From an optimization exercise on the open Yosys and OpenROAD flow, aimed at small area, a short achievable clock period and few clock cycles; shortcuts taken in it are not production practice. No functional check of the RTL was part of any run shown here.

## flow/design.v (module list and top-level ports; edited modules follow where they fit)
// module MyDesign: 215 lines
// module booth_enc: 9 lines
// module mul_tree: 834 lines
// module fa_cell: 4 lines
// module ha_cell: 4 lines
module MyDesign(
  input wire reset_n                      ,  
  input wire clk                          ,
  input wire dut_valid                    , 
  output wire dut_ready                   ,
  output wire                           dut__tb__sram_input_write_enable  ,
  output wire [16-1 : 0     ]   dut__tb__sram_input_write_address ,
  output wire [32-1 : 0     ]   dut__tb__sram_input_write_data    ,
  output wire [16-1 : 0     ]   dut__tb__sram_input_read_address  , 
  input  wire signed [32-1 : 0     ]   tb__dut__sram_input_read_data     ,     
  output wire                           dut__tb__sram_weight_write_enable  ,
  output wire [16-1 : 0     ]   dut__tb__sram_weight_write_address ,
  output wire [32-1 : 0     ]   dut__tb__sram_weight_write_data    ,
  output wire [16-1 : 0     ]   dut__tb__sram_weight_read_address  , 
  input  wire signed [32-1 : 0     ]   tb__dut__sram_weight_read_data     ,     
  output wire                           dut__tb__sram_result_write_enable  ,
  output wire [16-1 : 0     ]   dut__tb__sram_result_write_address ,
  output wire signed [32-1 : 0     ]   dut__tb__sram_result_write_data    ,
  output wire [16-1 : 0     ]   dut__tb__sram_result_read_address  , 
  input  wire signed [32-1 : 0     ]   tb__dut__sram_result_read_data     ,     
  output wire                           dut__tb__sram_scratchpad_write_enable  ,
  output wire [16-1 : 0     ]   dut__tb__sram_scratchpad_write_address ,
  output wire signed [32-1 : 0     ]   dut__tb__sram_scratchpad_write_data    ,
  output wire [16-1 : 0     ]   dut__tb__sram_scratchpad_read_address  , 
  input  wire signed [32-1 : 0     ]   tb__dut__sram_scratchpad_read_data  
);
  // ...
==> flow/flow/run.sh <==
#!/bin/bash
# Layout flow: the standard flow (standard.sh) with two changes to how the
# layout is made: port buffers use the small sky130_fd_sc_hd__buf_1 cell, and
# timing repair aims for extra setup slack so that the achieved period shrinks.
# The clock period and constraints are the standard flow's own (constraint.sdc).
set -euo pipefail
bash standard.sh finish \
  "BUFFER_PORTS_ARGS=-buffer_cell sky130_fd_sc_hd__buf_1" \
  "SETUP_SLACK_MARGIN=11.5" \
  > standard.log 2>&1
==> flow/standard.sh <==
#!/bin/bash
# synth_recipe.tcl (not shown) runs the flow's synth.tcl, then flattens the netlist and writes it again
# the make line also repeats each setting of config.mk as NAME=value (left out here)
make -C /OpenROAD-flow-scripts/flow DESIGN_CONFIG=/design/flow/config.mk WORK_HOME=/design/flow/orfs CLKGATE_MAP_FILE= SYNTH_SCRIPT=/design/flow/synth_recipe.tcl "${@:-finish}"
==> flow/config.mk <==
export PLATFORM = sky130hd
export DESIGN_NAME = MyDesign
export DESIGN_NICKNAME = MyDesign
export VERILOG_FILES = /design/flow/design.v
export SDC_FILE = /design/flow/constraint.sdc
export NUM_CORES = 4
export LEC_CHECK = 0
export CAP_MARGIN = 20
export CORE_MARGIN = 2
export CORE_UTILIZATION = 40
export SLEW_MARGIN = 20
export SYNTH_HIERARCHICAL = 1
export SYNTH_MINIMUM_KEEP_SIZE = 0
==> flow/constraint.sdc <==
create_clock -name core_clock -period 16.0 [get_ports {clk}]
set_input_delay 3.2000 -clock core_clock [delete_from_list [all_inputs] [get_ports {clk}]]
set_output_delay 3.2000 -clock core_clock [all_outputs]
set_load 0.01 [all_outputs]
==> results.cfg, run 1 <==
[worst_hold_path]
hold_start = wcnt[0]

[critical_path]
crit_start = b_addr[5]
critPathArrivalTime_ps = 1270
cp-endpoint = dut__tb__sram_weight_read_address[5]
timing.rr.start = btwo[0]

[status]
status = timing/DRC/antenna clean

[yosys]
synthXorXnorAreaFrac_pct = 2.85
avgSynthCellArea_um2 = 9.10
async_flop_share_pct = 0
syn_inst = 3417
synth-simple-area-share_pct = 18.7
synth_top_flop_cell = dfxtp_1

[route]
drt-pass1-iter-count = 6
highest_layer = met4
wl_met3_um = 6240

[die]
core.rowCount = 102
io_pins = 392
nWellTaps = 1040
die-area_um2 = 79900
die_w_um = 283

[final_layout]
multiInputGateArea_um2 = 20500
n_antenna_cell = 0
final_area_um2 = 32200
final_cell_mix = nand2b_1, buf_1, a221oi_1, a31oi_1, fa_1

[sta]
rsz0062_at_grt = true
fin_worst_skew_ps = 41.5
finalCritPeriodShare_pct = 28.0

[clock_tree]
cts_tree = built
root_buffer = clkbuf_16

[grt]
grt_max_degree = 78
==> run 2, diff against run 1 <==
--- a/flow/flow/run.sh
+++ b/flow/flow/run.sh
@@ -8,3 +8,3 @@
   "BUFFER_PORTS_ARGS=-buffer_cell sky130_fd_sc_hd__buf_1" \
-  "SETUP_SLACK_MARGIN=11.5" \
+  "SETUP_SLACK_MARGIN=11" \
   > standard.log 2>&1
==> run 2 against run 1 <==
  * Synthesized cell count is the same
  * Flip-flop and latch count is the same
  * Non-clock buffer count shrank 12
  * Hold slack is essentially flat
  * Via count shrank 0.41%
  * Clock skew is essentially flat
==> results.cfg, run 2 <==
[route]
drc = 0
wl_um = 88600
antenna_left = 0
drt-pass1-iter-count = 6
vias = 25000
initialDrtViolationCount = 2267
vias_per_cell = 5.71
wl_per_cell_um = 20.2

[sta]
hold_viol_final = 0
worst_slew_pin_slew_ps = 1000
timing.final.ws_setup_ps = 11340
fmax_mhz = 214
fin_setup_tns_ps = 0
fin_worst_skew_ps = 41.8
drv_slew = 0
slew_headroom_pct = 32.9
rsz0062_at_grt = false
setup_viol = 0
fin_crit_ps = 4660
finalCritPeriodShare_pct = 29.1

[yosys]
synth_common_cells = nand2b_1, buf_4, a31oi_1, a221oi_1, fa_1
synth_top_area_cell = fa_1
synth-edff-count = 109
netlist_top_cells_area = fa_1, dfxtp_1, nand2b_1, edfxtp_1, a221oi_1
synth_top_flop_cell = dfxtp_1
yosys_warnings = 7
syn-cell-area_um2 = 31100
avgSynthCellArea_um2 = 9.10
ys_types = 73
ys_seq_area_share_pct = 23.5
synth-seq-cells = 310
async_flop_share_pct = 0
yosys.cell_count.top_type = nand2b_1
syn_inst = 3417
synth_top_area_share_pct = 15.7

[worst_hold_path]
holdPathStages = 1
hold_start = wcnt[0]
holdCritPathClass = register to register

[die]
fp.dieH_um = 283
start_util_pct = 40.3
core_um2 = 77200
io_pins = 392
core.rowCount = 102
die_w_um = 283
die-area_um2 = 79900

[clock_tree]
clockBufferDepth = 3
path_clk_slew_ps = 60
cts_tree = built
post_cts_buffers = 0
clkLatencyLatePin_ps = 590
numCtsBuffers = 38
cts.sinks = 310
ctsHtreeMaxLevel = 2
cts.repair.resized = 0
hold_buffers = 0
root_buffer = clkbuf_16

[critical_path]
critPathArrivalTime_ps = 1460
cp-end-kind = output port
cpPeakStageDelay_ps = 660
slowest_stage = edfxtp_1
r2r_cells = 9
path_depth = 1
worstPathRequired_ps = 12800
critPathTopFamily = flip-flops
cp_max_fo = 10
path_cells = buf_1
critPathLaunchType = register
cp_num_buf_inv = 1
crit_start = b_addr[0]
path_class = register to output port
timing.rr.start = btwo[0]

[run]
maxCapViolations = 0

[grt]
grt_pass1_wl_um = 136000
grt_max_degree = 78
antenna_found_initial = 0
track_usage_pct = 21.7
grt_pass1_vias = 22700
grt-ovfl-total = 0

[final_layout]
drive_gt1_share_pct = 6.70
syn_to_final_growth_pct = 3.27
nets = 3797
final_cell_mix = nand2b_1, buf_1, a221oi_1, a31oi_1, fa_1
n_antenna_cell = 0
layout_commonest_cell = nand2b_1
fillCellCount = 7665

[place]
dp_slack_ps = 11780
routabilityCongestion = 0.868
portBuffers = 269
dpl.hpwl_um = 61000

[status]
status = timing/DRC/antenna clean
run 2: cell counts after synthesis:
Identical to the previous run, type by type.
run 2: final cells by class:
cell class              instances  area [um^2]  area share, %
clock buffers                  53         1090           3.40
multi-input cells            2587        20500           64.0
well taps                    1040         1300           4.05
flip-flops and latches        310         7310           22.8
repair buffers                331         1480           4.60
clock inverters                15          198          0.616
inverters                      47          176          0.550
run 2: final timing paths:
check | to | slack [ps]
worst min-delay path | wcnt[0] | 420
worst min register to register | wcnt[0] | 420
worst max-delay path | dut__tb__sram_weight_read_address[0] | 11340
worst max register to register | c_r[29] | 11680
run 2: kinds of logic (layout without fill, tap and decap cells):
kind of cell | count (synthesis) | in the layout | synth area share [%]
AO/OA/AOI/OAI | 904 | 904 | 20.0
XOR/XNOR | 101 | 101 | 2.85
adder cells (fa/ha/maj) | 351 | 351 | 20.0
buffers and inverters | 641 | 446 | 12.0
flip-flops | 310 | 310 | 23.5
multiplexers | 82 | 82 | 2.91
other | 2 | 123 | 0.0242
AND/OR/NAND/NOR | 1026 | 1026 | 18.7
run 2: through the flow:
step | std cells | utilization (%) | hold WS [ps] | instance area, um^2
floorplan | 3538 | - | 399 | 31500
global placement | 4315 | 39.9 | 413 | 30800
detailed placement | 4315 | 39.9 | 412 | 30800
CTS | 4383 | 41.6 | 424 | 32100
global route | 4383 | 41.6 | 433 | 32100
finish | 4383 | 41.6 | 421 | 32100
run 2: per-module statistics from Yosys, one instance, submodules excluded:
module,times used,cells
MyDesign,1,1682
mul_tree,1,1417
booth_enc,1,78
ha_cell,30,1
fa_cell,210,1
run 2: per-layer routing:
layer / track usage [%] / up-vias / routed length (um)
met5: 0 / - / 0
met4: 5.93 / 0 / 2190
met3: 2.68 / 146 / 6220
met2: 34.9 / 1033 / 41100
met1: 30.7 / 12200 / 39100
li1: - / 11600 / -
==> module MyDesign, before the edit <==
module MyDesign(
  input wire reset_n                      ,  
  input wire clk                          ,
  input wire dut_valid                    , 
  output wire dut_ready                   ,
  output wire                           dut__tb__sram_input_write_enable  ,
  output wire [16-1 : 0     ]   dut__tb__sram_input_write_address ,
  output wire [32-1 : 0     ]   dut__tb__sram_input_write_data    ,
  output wire [16-1 : 0     ]   dut__tb__sram_input_read_address  , 
  input  wire signed [32-1 : 0     ]   tb__dut__sram_input_read_data     ,     
  output wire                           dut__tb__sram_weight_write_enable  ,
  output wire [16-1 : 0     ]   dut__tb__sram_weight_write_address ,
  output wire [32-1 : 0     ]   dut__tb__sram_weight_write_data    ,
  output wire [16-1 : 0     ]   dut__tb__sram_weight_read_address  , 
  input  wire signed [32-1 : 0     ]   tb__dut__sram_weight_read_data     ,     
  output wire                           dut__tb__sram_result_write_enable  ,
  output wire [16-1 : 0     ]   dut__tb__sram_result_write_address ,
  output wire signed [32-1 : 0     ]   dut__tb__sram_result_write_data    ,
  output wire [16-1 : 0     ]   dut__tb__sram_result_read_address  , 
  input  wire signed [32-1 : 0     ]   tb__dut__sram_result_read_data     ,     
  output wire                           dut__tb__sram_scratchpad_write_enable  ,
  output wire [16-1 : 0     ]   dut__tb__sram_scratchpad_write_address ,
  output wire signed [32-1 : 0     ]   dut__tb__sram_scratchpad_write_data    ,
  output wire [16-1 : 0     ]   dut__tb__sram_scratchpad_read_address  , 
  input  wire signed [32-1 : 0     ]   tb__dut__sram_scratchpad_read_data  
);
localparam AW = 12;    
localparam [2:0] ST_IDLE = 3'd0, ST_HDR = 3'd1, ST_RUN = 3'd2, ST_WAIT = 3'd3, ST_FIN = 3'd4;
localparam [2:0] PH_Q = 3'd0, PH_K = 3'd1, PH_V = 3'd2, PH_S = 3'd3, PH_Z = 3'd4;
logic [2:0]    st;
logic          ready_r;
logic [2:0]    ph;
logic [1:0]    wcnt;
logic [4:0]    n1;         
logic [5:0]    d1;         
logic [5:0]    p1;         
logic [5:0]    k_cnt;      
logic [5:0]    j_cnt;      
logic [4:0]    i_cnt;      
logic          kfirst;
logic [9:0]    np;         
logic [AW-1:0] a_addr, a_row, b_addr, b_base, b_col;
logic f0, l0, sel0, f1, l1, f2, l2;
logic [15:0] bone, btwo, bneg;    
logic [31:0] opb, s_r, c_r, acc;
logic        we_r;
logic [AW-1:0] waddr;
wire kl = (k_cnt == 6'd1);
wire jl = (j_cnt == 6'd1);
wire il = (i_cnt == 5'd1);
function automatic [5:0] klen(input [2:0] p, input [4:0] n1_, input [5:0] d1_, input [5:0] p1_);
  klen = (p == PH_S) ? p1_ : (p == PH_Z) ? {1'b0, n1_} : d1_;
endfunction
function automatic [5:0] jlen(input [2:0] p, input [4:0] n1_, input [5:0] p1_);
  jlen = (p == PH_S) ? {1'b0, n1_} : p1_;
endfunction
wire [AW-1:0] np2 = {1'b0, np, 1'b0};
wire [AW-1:0] np3 = {2'b0, np} + np2;
wire [AW-1:0] a_inc = a_addr + 1'b1;
wire [AW-1:0] b_inc = b_addr + 1'b1;
wire [AW-1:0] b_step = b_addr + ((ph == PH_Z) ? {{(AW-6){1'b0}}, p1} : {{(AW-1){1'b0}}, 1'b1});
wire          n_is1 = (n1 == 5'd1);
wire issue     = (st == ST_RUN);
wire phase_end = issue && kl && jl && il;
always_ff @(posedge clk) begin
  if (!reset_n) begin
    st      <= ST_IDLE;
    ready_r <= 1'b1;
    f0      <= 1'b0;
    l0      <= 1'b0;
  end else begin
    f0 <= issue && kfirst;
    l0 <= issue && kl;
    case (st)
      ST_IDLE: if (dut_valid) begin
        st      <= ST_HDR;
        ready_r <= 1'b0;
      end
      ST_HDR: st <= ST_RUN;
      ST_RUN: if (phase_end) begin
        if (ph == PH_Z)                            st <= ST_FIN;
        else if ((ph == PH_V || ph == PH_S) && n_is1) st <= ST_WAIT;
      end
      ST_WAIT: if (wcnt == 2'd3) st <= ST_RUN;
      ST_FIN: if (wcnt == 2'd3) begin
        st      <= ST_IDLE;
        ready_r <= 1'b1;
      end
      default: st <= ST_IDLE;
    endcase
  end
end
always_ff @(posedge clk) begin
  wcnt <= issue ? 2'd0 : wcnt + 2'd1;
  case (st)
    ST_IDLE: begin
      a_addr <= '0;
      b_addr <= '0;
    end
    ST_HDR: begin
      n1     <= tb__dut__sram_input_read_data[20:16];
      d1     <= tb__dut__sram_input_read_data[5:0];
      p1     <= tb__dut__sram_weight_read_data[5:0];
      k_cnt  <= tb__dut__sram_input_read_data[5:0];
      j_cnt  <= tb__dut__sram_weight_read_data[5:0];
      i_cnt  <= tb__dut__sram_input_read_data[20:16];
      ph     <= PH_Q;
      np     <= '0;
      a_addr <= 1; a_row <= 1;
      b_addr <= 1; b_base <= 1;
      kfirst <= 1'b1;
    end
    ST_RUN: begin
      sel0   <= (ph == PH_S) || (ph == PH_Z);
      kfirst <= kl;
      if (ph == PH_Q && kl) np <= np + 1'b1;
      if (!kl) begin
        k_cnt  <= k_cnt - 1'b1;
        a_addr <= a_inc;
        b_addr <= b_step;
      end else begin
        k_cnt <= klen(ph, n1, d1, p1);
        if (!jl) begin
          j_cnt  <= j_cnt - 1'b1;
          a_addr <= a_row;
          if (ph == PH_Z) begin
            b_addr <= b_col + 1'b1;
            b_col  <= b_col + 1'b1;
          end else begin
            b_addr <= b_inc;
          end
        end else begin
          j_cnt <= jlen(ph, n1, p1);
          if (!il) begin
            i_cnt  <= i_cnt - 1'b1;
            a_addr <= a_inc;
            a_row  <= a_inc;
            b_addr <= b_base;
            b_col  <= b_base;
          end else begin
            i_cnt <= n1;
            ph    <= ph + 3'd1;
            k_cnt <= klen(ph + 3'd1, n1, d1, p1);
            j_cnt <= jlen(ph + 3'd1, n1, p1);
            case (ph)
              PH_Q, PH_K: begin
                a_addr <= 1; a_row <= 1;
                b_addr <= b_inc; b_base <= b_inc;
              end
              PH_V: begin
                a_addr <= '0; a_row <= '0;
                b_addr <= {2'b0, np}; b_base <= {2'b0, np};
              end
              PH_S: begin
                a_addr <= np3; a_row <= np3;
                b_addr <= np2; b_base <= np2; b_col <= np2;
              end
              default: begin
                a_addr <= '0;
                b_addr <= '0;
              end
            endcase
          end
        end
      end
    end
    default: ;
  endcase
end
wire [31:0] a_in = sel0 ? tb__dut__sram_result_read_data : tb__dut__sram_input_read_data;
wire [15:0] enc_one, enc_two, enc_neg;
booth_enc u_enc (.a(a_in), .one(enc_one), .two(enc_two), .neg(enc_neg));
wire [31:0] mt_s, mt_c;
mul_tree u_mul (.one(bone), .two(btwo), .neg(bneg), .b(opb), .s(mt_s), .c(mt_c));
always_ff @(posedge clk) begin
  if (!reset_n) begin
    f1 <= 1'b0; l1 <= 1'b0; f2 <= 1'b0; l2 <= 1'b0;
    we_r <= 1'b0;
  end else begin
    f1 <= f0; l1 <= l0;
    f2 <= f1; l2 <= l1;
    we_r <= l2;
  end
end
always_ff @(posedge clk) begin
  bone <= enc_one;
  btwo <= enc_two;
  bneg <= enc_neg;
  opb <= sel0 ? tb__dut__sram_scratchpad_read_data : tb__dut__sram_weight_read_data;
  s_r <= mt_s;
  c_r <= mt_c;
  acc <= (f2 ? 32'd0 : acc) + s_r + c_r;
end
always_ff @(posedge clk) begin
  if (st == ST_HDR) waddr <= '0;
  else if (we_r)    waddr <= waddr + 1'b1;
end
assign dut_ready = ready_r;
assign dut__tb__sram_input_write_enable  = 1'b0;
assign dut__tb__sram_input_write_address = 16'b0;
assign dut__tb__sram_input_write_data    = 32'b0;
assign dut__tb__sram_input_read_address  = {{(16-AW){1'b0}}, a_addr};
assign dut__tb__sram_weight_write_enable  = 1'b0;
assign dut__tb__sram_weight_write_address = 16'b0;
assign dut__tb__sram_weight_write_data    = 32'b0;
assign dut__tb__sram_weight_read_address  = {{(16-AW){1'b0}}, b_addr};
assign dut__tb__sram_result_write_enable  = we_r;
assign dut__tb__sram_result_write_address = {{(16-AW){1'b0}}, waddr};
assign dut__tb__sram_result_write_data    = acc;
assign dut__tb__sram_result_read_address  = {{(16-AW){1'b0}}, a_addr};
assign dut__tb__sram_scratchpad_write_enable  = we_r;
assign dut__tb__sram_scratchpad_write_address = {{(16-AW){1'b0}}, waddr};
assign dut__tb__sram_scratchpad_write_data    = acc;
assign dut__tb__sram_scratchpad_read_address  = {{(16-AW){1'b0}}, b_addr};
endmodule
==> run 3, diff against run 2 <==
==> flow/design.v (replaced) <==
module MyDesign(
  input wire reset_n                      ,  
  input wire clk                          ,
  input wire dut_valid                    , 
  output wire dut_ready                   ,
  output wire                           dut__tb__sram_input_write_enable  ,
  output wire [16-1 : 0     ]   dut__tb__sram_input_write_address ,
  output wire [32-1 : 0     ]   dut__tb__sram_input_write_data    ,
  output wire [16-1 : 0     ]   dut__tb__sram_input_read_address  , 
  input  wire signed [32-1 : 0     ]   tb__dut__sram_input_read_data     ,     
  output wire                           dut__tb__sram_weight_write_enable  ,
  output wire [16-1 : 0     ]   dut__tb__sram_weight_write_address ,
  output wire [32-1 : 0     ]   dut__tb__sram_weight_write_data    ,
  output wire [16-1 : 0     ]   dut__tb__sram_weight_read_address  , 
  input  wire signed [32-1 : 0     ]   tb__dut__sram_weight_read_data     ,     
  output wire                           dut__tb__sram_result_write_enable  ,
  output wire [16-1 : 0     ]   dut__tb__sram_result_write_address ,
  output wire signed [32-1 : 0     ]   dut__tb__sram_result_write_data    ,
  output wire [16-1 : 0     ]   dut__tb__sram_result_read_address  , 
  input  wire signed [32-1 : 0     ]   tb__dut__sram_result_read_data     ,     
  output wire                           dut__tb__sram_scratchpad_write_enable  ,
  output wire [16-1 : 0     ]   dut__tb__sram_scratchpad_write_address ,
  output wire signed [32-1 : 0     ]   dut__tb__sram_scratchpad_write_data    ,
  output wire [16-1 : 0     ]   dut__tb__sram_scratchpad_read_address  , 
  input  wire signed [32-1 : 0     ]   tb__dut__sram_scratchpad_read_data  
);
typedef enum bit[2:0] {
  IDLE              = 3'd0, 
  INITIAL           = 3'd1,   
  READ_ADDRESS      = 3'd2,
  MATRIX_COMPLETED  = 3'd3} states;
states current_state, next_state; 
logic signed [32-1 : 0     ]   A_matrix_read_data;
logic signed [32-1 : 0     ]   B_matrix_read_data;
logic [16-1 : 0     ]   A_matrix_read_addr;
logic [16-1 : 0     ]   B_matrix_read_addr;
logic [16-1 : 0     ]   C_matrix_write_addr;
logic [16-1 : 0] dut__tb__sram_scratchpad_write_address_r ;
logic dut_ready_r;
logic write_flag;
logic reset_transpose;
logic matrix_change_flag;
logic [1:0] initial_flag;
logic [15:0] rows_A; 
logic [15:0] columns_A; 
logic [15:0] rows_B; 
logic [15:0] columns_B; 
logic [15:0] A_row_counter; 
logic [15:0] A_column_counter; 
logic [3:0] matrix_mult_count;
logic [3:0] delayed_matrix_change;
logic [15:0] result_counter; 
logic [15:0] write_counter;  
logic [15:0] QKV_matrix_size;
logic signed [32-1 : 0     ] accum_result_r;
logic signed [32-1 : 0     ] mult_res;
always_ff @(posedge clk) begin
  if (!reset_n)
    current_state <= IDLE;
  else
    current_state <= next_state;
end
always_comb begin
  case (current_state)
    IDLE: begin
      dut_ready_r <= 1; 
      if (dut_valid==1) begin
        next_state <= INITIAL;
      end
      else begin
        next_state <= IDLE;
      end
    end
    INITIAL: begin
      dut_ready_r <= 0; 
      next_state <= READ_ADDRESS;
    end
    READ_ADDRESS: begin
      dut_ready_r <= 0;
      if ((write_counter == ((rows_A*columns_B)-1)) && (A_column_counter == columns_A)) begin
        next_state <= MATRIX_COMPLETED;
      end
      else begin
        next_state <= READ_ADDRESS;
      end
    end
    MATRIX_COMPLETED: begin
      dut_ready_r <= 0; 
      if (matrix_mult_count == 4) begin  
        next_state <= IDLE;
      end
      else if (matrix_mult_count > 1) begin   
        next_state <= INITIAL;
      end
      else begin
        next_state <= READ_ADDRESS;
      end
    end
    default: begin
      dut_ready_r <= 0; 
      next_state <= IDLE;
    end
  endcase
end
assign dut_ready = dut_ready_r;
always_ff @(posedge clk) begin
  if(current_state == IDLE) begin
    rows_A <= 16'b0;
    columns_A <= 16'b0;
    rows_B <= 16'b0;
    columns_B <= 16'b0; 
  end 
  else if (current_state == INITIAL) begin
    if (matrix_mult_count == 3) begin
      rows_A <= rows_A;  
      columns_A <= columns_B;  
      rows_B <= columns_B;  
      columns_B <= rows_A;  
    end
    else if (matrix_mult_count == 4) begin
      rows_A <= rows_A;  
      columns_A <= columns_B;  
      rows_B <= rows_A;  
      columns_B <= columns_A;  
    end
    else begin
      rows_A <= A_matrix_read_data[31:16];  
      columns_A <= A_matrix_read_data[15:0];  
      rows_B <= B_matrix_read_data[31:16];  
      columns_B <= B_matrix_read_data[15:0];  
    end
  end
end
always_ff @(posedge clk) begin
  if(current_state == IDLE) begin
    A_matrix_read_addr <= 16'b0;
    B_matrix_read_addr <= 16'b0;
    matrix_mult_count <= 0;
    A_row_counter <= 0;
    A_column_counter <= 0;
    result_counter <= 0;
    matrix_change_flag <= 0;
  end
  else if(current_state == READ_ADDRESS && next_state != MATRIX_COMPLETED) begin
  matrix_change_flag <= 0;
    if (matrix_change_flag == 1) begin
      case (matrix_mult_count)
        1:  
        begin 
          A_matrix_read_addr <= 16'b1;
          B_matrix_read_addr <= (rows_B*columns_B) + 16'b1;
          QKV_matrix_size <= (rows_A*columns_B);   
        end     
        2:  
        begin
          A_matrix_read_addr <= 16'b1;
          B_matrix_read_addr <= (rows_B*columns_B) + (rows_B*columns_B) + 16'b1; 
        end
        3:  
        begin
          A_matrix_read_addr <= 16'b0;
          B_matrix_read_addr <= 16'b0;
        end
        4:  
        begin
          A_matrix_read_addr <= QKV_matrix_size + QKV_matrix_size + QKV_matrix_size;
          B_matrix_read_addr <= QKV_matrix_size; 
        end
        default:  
        begin
          A_matrix_read_addr <= 16'b0;
          B_matrix_read_addr <= 16'b0;
        end
      endcase
      A_column_counter <= A_column_counter + 1;
    end
    else begin
      if((A_column_counter == columns_A) && (result_counter == (columns_B-1))) begin 
        A_matrix_read_addr <= A_matrix_read_addr + 16'b1;
        B_matrix_read_addr <= (B_matrix_read_addr - (rows_B*columns_B)) + 16'b1;
        result_counter <= 0;
        A_column_counter <= 1;
        A_row_counter <= A_row_counter + 1;
      end
      else if ((A_column_counter == columns_A)) begin
        A_matrix_read_addr <= A_matrix_read_addr - columns_A + 16'b1;
        B_matrix_read_addr <= B_matrix_read_addr + 16'b1;
        A_column_counter <= 1;
        result_counter <= result_counter + 1;   
      end
      else begin
        A_matrix_read_addr <= A_matrix_read_addr + 16'b1;
        B_matrix_read_addr <= B_matrix_read_addr + 16'b1;
        A_column_counter <= A_column_counter + 1;
      end
    end
  end
  else if(current_state == MATRIX_COMPLETED) begin
      A_column_counter <= 0;
      result_counter <= 0;
      A_row_counter <= 0;    
      matrix_change_flag <= 1;
      matrix_mult_count <= matrix_mult_count+1;
  end
end
always_ff @(posedge clk) begin
  if(current_state == IDLE) begin
    C_matrix_write_addr <= 16'b0;
    dut__tb__sram_scratchpad_write_address_r <= 16'b0;
    write_flag <= 0;
    reset_transpose <= 0;
    write_counter <= 0;
  end
  if(current_state == INITIAL) begin
    write_flag <= 0;
    write_counter <= 0;
  end
  else if(current_state == READ_ADDRESS) begin
    if (matrix_change_flag == 1) begin
      write_flag <= 1'b0;
      reset_transpose <= 1;
    end
    else begin
      if((A_column_counter == columns_A) && (result_counter == (columns_B-1))) begin 
        write_flag <= 1'b1;
        write_counter <= write_counter + 1'b1;
        C_matrix_write_addr <= C_matrix_write_addr + 1;
        reset_transpose <= 1;
        if(matrix_mult_count == 1) 
        begin
          dut__tb__sram_scratchpad_write_address_r <= dut__tb__sram_scratchpad_write_address_r + 16'b1;
        end
        else if (matrix_mult_count == 2)
        begin
          dut__tb__sram_scratchpad_write_address_r <= dut__tb__sram_scratchpad_write_address_r + rows_A;
        end
      end
      else if ((A_column_counter == columns_A)) begin      
        write_flag <= 1'b1;
        write_counter <= write_counter + 1'b1;
        C_matrix_write_addr <= C_matrix_write_addr + 1;
        if(matrix_mult_count == 1) 
        begin
          dut__tb__sram_scratchpad_write_address_r <= dut__tb__sram_scratchpad_write_address_r + 16'b1;
        end
        else if (matrix_mult_count == 2)
        begin
          if(reset_transpose == 1) 
          begin 
            dut__tb__sram_scratchpad_write_address_r <= (rows_A*columns_B) + A_row_counter + 1;
            reset_transpose <= 0;
          end
          else
          begin
            dut__tb__sram_scratchpad_write_address_r <= dut__tb__sram_scratchpad_write_address_r + rows_A;
          end
        end
      end
      else begin
        write_flag <= 1'b0;
      end
    end
  end
  else if(current_state == MATRIX_COMPLETED) begin
    write_flag <= 1'b0;
    write_counter <= 0;
  end
end
always_ff @(posedge clk) begin
  if(current_state == IDLE || current_state == INITIAL) begin
    accum_result_r <= 32'b0;  
    initial_flag <= 2;
  end
  else if(initial_flag > 0) begin
    initial_flag <= initial_flag - 1;
    accum_result_r <= 32'b0; 
  end
  else if(write_flag == 1'b1) begin
    accum_result_r <= 32'b0; 
  end
  else if(matrix_change_flag == 1'b1) begin
    accum_result_r <= 32'b0; 
    initial_flag <= 1;
  end  
  else begin
    accum_result_r <= accum_result_r + mult_res;    
  end
end
always_ff @(posedge clk) begin
  if(current_state == IDLE) begin
    delayed_matrix_change <= 0;
  end
  else if(matrix_mult_count > 0) begin
    delayed_matrix_change <= matrix_mult_count;  
  end
  else begin
    delayed_matrix_change <= 0;  
  end
end
assign mult_res = A_matrix_read_data*B_matrix_read_data;
assign dut__tb__sram_input_write_enable = 1'b0;
assign dut__tb__sram_input_write_address = 16'b0;
assign dut__tb__sram_input_write_data = 32'b0;
assign dut__tb__sram_input_read_address = (delayed_matrix_change < 3) ? A_matrix_read_addr : 32'b0;
assign dut__tb__sram_weight_write_enable = 1'b0;
assign dut__tb__sram_weight_write_address = 16'b0;
assign dut__tb__sram_weight_write_data = 32'b0;
assign dut__tb__sram_weight_read_address = (delayed_matrix_change < 3) ? B_matrix_read_addr : 32'b0;
assign dut__tb__sram_result_read_address = (delayed_matrix_change < 3) ? 32'b0 : A_matrix_read_addr;
assign dut__tb__sram_result_write_enable = write_flag;
assign dut__tb__sram_result_write_address = C_matrix_write_addr - 1;
assign dut__tb__sram_result_write_data = accum_result_r + mult_res;
assign dut__tb__sram_scratchpad_read_address = (delayed_matrix_change < 3) ? 32'b0 : B_matrix_read_addr;
assign dut__tb__sram_scratchpad_write_enable = ((delayed_matrix_change < 1) || (delayed_matrix_change > 2)) ? 32'b0 : write_flag;
assign dut__tb__sram_scratchpad_write_address = dut__tb__sram_scratchpad_write_address_r - 1;
assign dut__tb__sram_scratchpad_write_data = ((delayed_matrix_change < 1) || (delayed_matrix_change > 2)) ? 32'b0 : accum_result_r + mult_res;
assign A_matrix_read_data = (delayed_matrix_change < 3) ? tb__dut__sram_input_read_data : tb__dut__sram_result_read_data;
assign B_matrix_read_data = (delayed_matrix_change < 3) ? tb__dut__sram_weight_read_data : tb__dut__sram_scratchpad_read_data;
endmodule
==> flow/run.sh (new file) <==
#!/bin/bash
# synth_recipe.tcl (not shown) runs the flow's synth.tcl, then flattens the netlist and writes it again
# the make line also repeats each setting of config.mk as NAME=value (left out here)
make -C /OpenROAD-flow-scripts/flow DESIGN_CONFIG=/design/flow/config.mk WORK_HOME=/design/flow/orfs CLKGATE_MAP_FILE= SYNTH_SCRIPT=/design/flow/synth_recipe.tcl finish
--- a/flow/config.mk
+++ b/flow/config.mk
@@ -11,3 +11 @@
 export SLEW_MARGIN = 20
-export SYNTH_HIERARCHICAL = 1
-export SYNTH_MINIMUM_KEEP_SIZE = 0
removed: flow/flow/run.sh
removed: flow/standard.sh
==> run 3 against run 2 <==
  * Critical path depth increased by 32
  * Register-to-register slack got worse by 5500 ps
  * Area after synthesis increased by 62%
  * Design area increased by 75%
==> results.cfg, run 3 <==
[yosys]
synth_top_flop_cell = dfxtp_1
yosys.cell_count.top_type = inv_1
syn_inst = 6252
synth-edff-count = 16
synth-seq-cells = 255
ys_seq_area_share_pct = 10.5
ys_types = 95
avgSynthCellArea_um2 = 8.05
synth_top_area_share_pct = 27.4
async_flop_share_pct = 0
syn-cell-area_um2 = 50300
synth_top_area_cell = fa_1
yosys_warnings = 1
netlist_top_cells_area = fa_1, ha_1, dfxtp_1, inv_1, nand2_1
synth_common_cells = inv_1, nand2_1, fa_1, nor2_1, ha_1

[final_layout]
largest_reg_flops = 32
fillCellCount = 12500
n_antenna_cell = 0
drive_gt1_share_pct = 4.82
final_cell_mix = inv_1, nand2_1, fa_1
top_register = accum_result_r
syn_to_final_growth_pct = 11.5
final_util_pct = 44.8
nets = 7673
layout_commonest_cell = inv_1

[place]
routabilityCongestion = 0.967
dp_slack_ps = 395
portBuffers = 293
dpl.hpwl_um = 128000

[die]
core_um2 = 125000
core.rowCount = 130
die-area_um2 = 129000
start_util_pct = 40.2
io_pins = 392
fp.dieH_um = 359
die_w_um = 359

[grt]
grt_pass1_wl_um = 251000
grt_max_degree = 67
met2_usage_pct = 41.6
antenna_found_initial = 3
use_met1_pct = 33.0
grt_util_met3_pct = 4.30
grt-ovfl-total = 0
track_usage_pct = 25.0
grt.busiest_layer = met2
grt_pass1_vias = 43300

[worst_hold_path]
holdPathStages = 2
hold_start = initial_flag[0]
holdCritPathClass = register to register
min_to = initial_flag[1]

[critical_path]
critPathArrivalTime_ps = 12360
worstPathRequired_ps = 12800
crit_top_cell = fa_1
cp_max_fo = 15
cpPeakStageDelay_ps = 530
timing.rr.start = delayed_matrix_change[0]
slowest_stage = fa_1
path_class = input pin to output port
r2r-end = accum_result_r[29]
critPathLaunchType = input pin
cp-end-kind = output port
r2r_slack_ps = 6160
r2r_cells = 34

[route]
vias_per_cell = 5.33
wl_per_cell_um = 19.9
drt-pass1-iter-count = 5
wl_um = 160000
vias = 43100
drc = 0
initialDrtViolationCount = 3536
antenna_left = 0

[sta]
hold_viol_final = 0
fin_setup_tns_ps = 0
setup_viol = 0
slew_headroom_pct = 19.1
fmax_mhz = 64.3
finalCritPeriodShare_pct = 97.2
timing.final.ws_setup_ps = 442
hold_ws_ps = 441
fin_crit_ps = 15560
drv_slew = 0
worst_slew_pin_slew_ps = 1200
fin_worst_skew_ps = 36.6
rsz0062_at_grt = false

[run]
maxCapViolations = 0

[status]
status = timing/DRC/antenna clean

[clock_tree]
numCtsBuffers = 36
root_buffer = clkbuf_16
path_clk_slew_ps = 60
hold_buffers = 0
cts_tree = built
clockBufferDepth = 3
clkLatencyLatePin_ps = 590
cts.sinks = 255
ctsHtreeMaxLevel = 2
==> run 3: changes by cell type after synthesis, sizes merged, moves of 239 or more <==
| cell | delta |
|---|---|
| buf | -300 |
| nand2 | +682 |
| inv | +963 |
| nor2 | +381 |
| nand2b | -504 |
| fa | +444 |
| ha | +347 |
| a31oi | -239 |
| a221oi | -252 |
==> run 3: timing repair <==
action                                  in CTS  in global routing
endpoints found under the hold margin        0                  0
gates resized for setup                      0                 18
buffers inserted                             0                  4
endpoints found under the setup margin       0                  8
==> run 3: cell type report <==
cell class	instances	area, um^2	share of cell area, %
inverters	1012	3800	6.77
clock inverters	20	255	0.455
well taps	1650	2060	3.68
flip-flops and latches	255	5270	9.38
multi-input cells	4670	39800	70.9
clock buffers	45	995	1.77
repair buffers	425	3940	7.02
==> run 3: per-layer routing <==
metal  vias up  share of wire [%]
li1      20000                  -
met1     21200                 42
met2      1570                 46
met3       277                7.8
met4         4                3.6
met5         -              0.017
==> run 3: cell families after synthesis <==
family	count (synthesis)	share of synthesized area (%)
buf+inv	1424	11.4
flops	255	10.5
compound gates	869	11.1
mux	128	2.68
xor+xnor	393	6.92
fa+ha+maj	1142	38.6
other cells	1	0.00745
simple gates	2040	18.7
==> run 3: worst max path at each step <==
stage | cells after the start | slack [ps] | start | to
finish | 33 | 440 | tb__dut__sram_result_read_data[4] | dut__tb__sram_scratchpad_write_data[29]
CTS | 33 | 350 | tb__dut__sram_scratchpad_read_data[3] | dut__tb__sram_scratchpad_write_data[31]
global route | 32 | 0.6 | tb__dut__sram_result_read_data[9] | dut__tb__sram_scratchpad_write_data[31]
floorplan | 34 | 1690 | tb__dut__sram_weight_read_data[3] | dut__tb__sram_scratchpad_write_data[31]
global placement | 32 | 510 | tb__dut__sram_scratchpad_read_data[6] | dut__tb__sram_scratchpad_write_data[31]
detailed placement | 33 | 390 | tb__dut__sram_scratchpad_read_data[3] | dut__tb__sram_scratchpad_write_data[31]
==> run 3: worst max-delay path: cells and delay by family <==
kind                       cells  cell delay (ps)
and+or+nand+nor                4              530
adders and majority gates     10             4020
AOI/OAI and AO/OA             11             2510
xor gates and xnor gates       2              450
buffers and inverters          5             1140
muxes                          1              480
==> run 3: through the flow <==
step / instances / area, um^2
after floorplan: 6349 / 50700
after global placement: 8006 / 54800
after detailed placement: 8007 / 54800
after CTS: 8072 / 56000
after global routing: 8077 / 56100
final: 8077 / 56100

-- port drivers added, routing unchanged --
No port has a modelled driver above. Below, the same layouts with a new extraction and two added sets of constraints. Step 1: set_driving_cell puts a clkbuf_16 on clk and a buf_2 on each other input, an assumption about the parent block. Step 2, shift: input delay + t, output delay - t, t = (earliest + latest rising clock arrival at the registers) / 2. This alone moves slack from input paths to output paths. a / b / c = ideal ports / drivers / drivers and shift; a / b = the first two.
run	t (ns)	setup WS [ns]	worst setup path at the end
run 1	0.638	11.526 / 11.463 / 11.709	register to register
run 2	0.637	11.337 / 11.273 / 11.684	register to register
run 3	0.631	0.442 / 0.393 / 0.393	input to output
After both steps setup and hold are still met in every run listed. The setup slack of run 3, which loses most, moves by -0.049 ns with the drivers and by -0.049 ns with both steps.
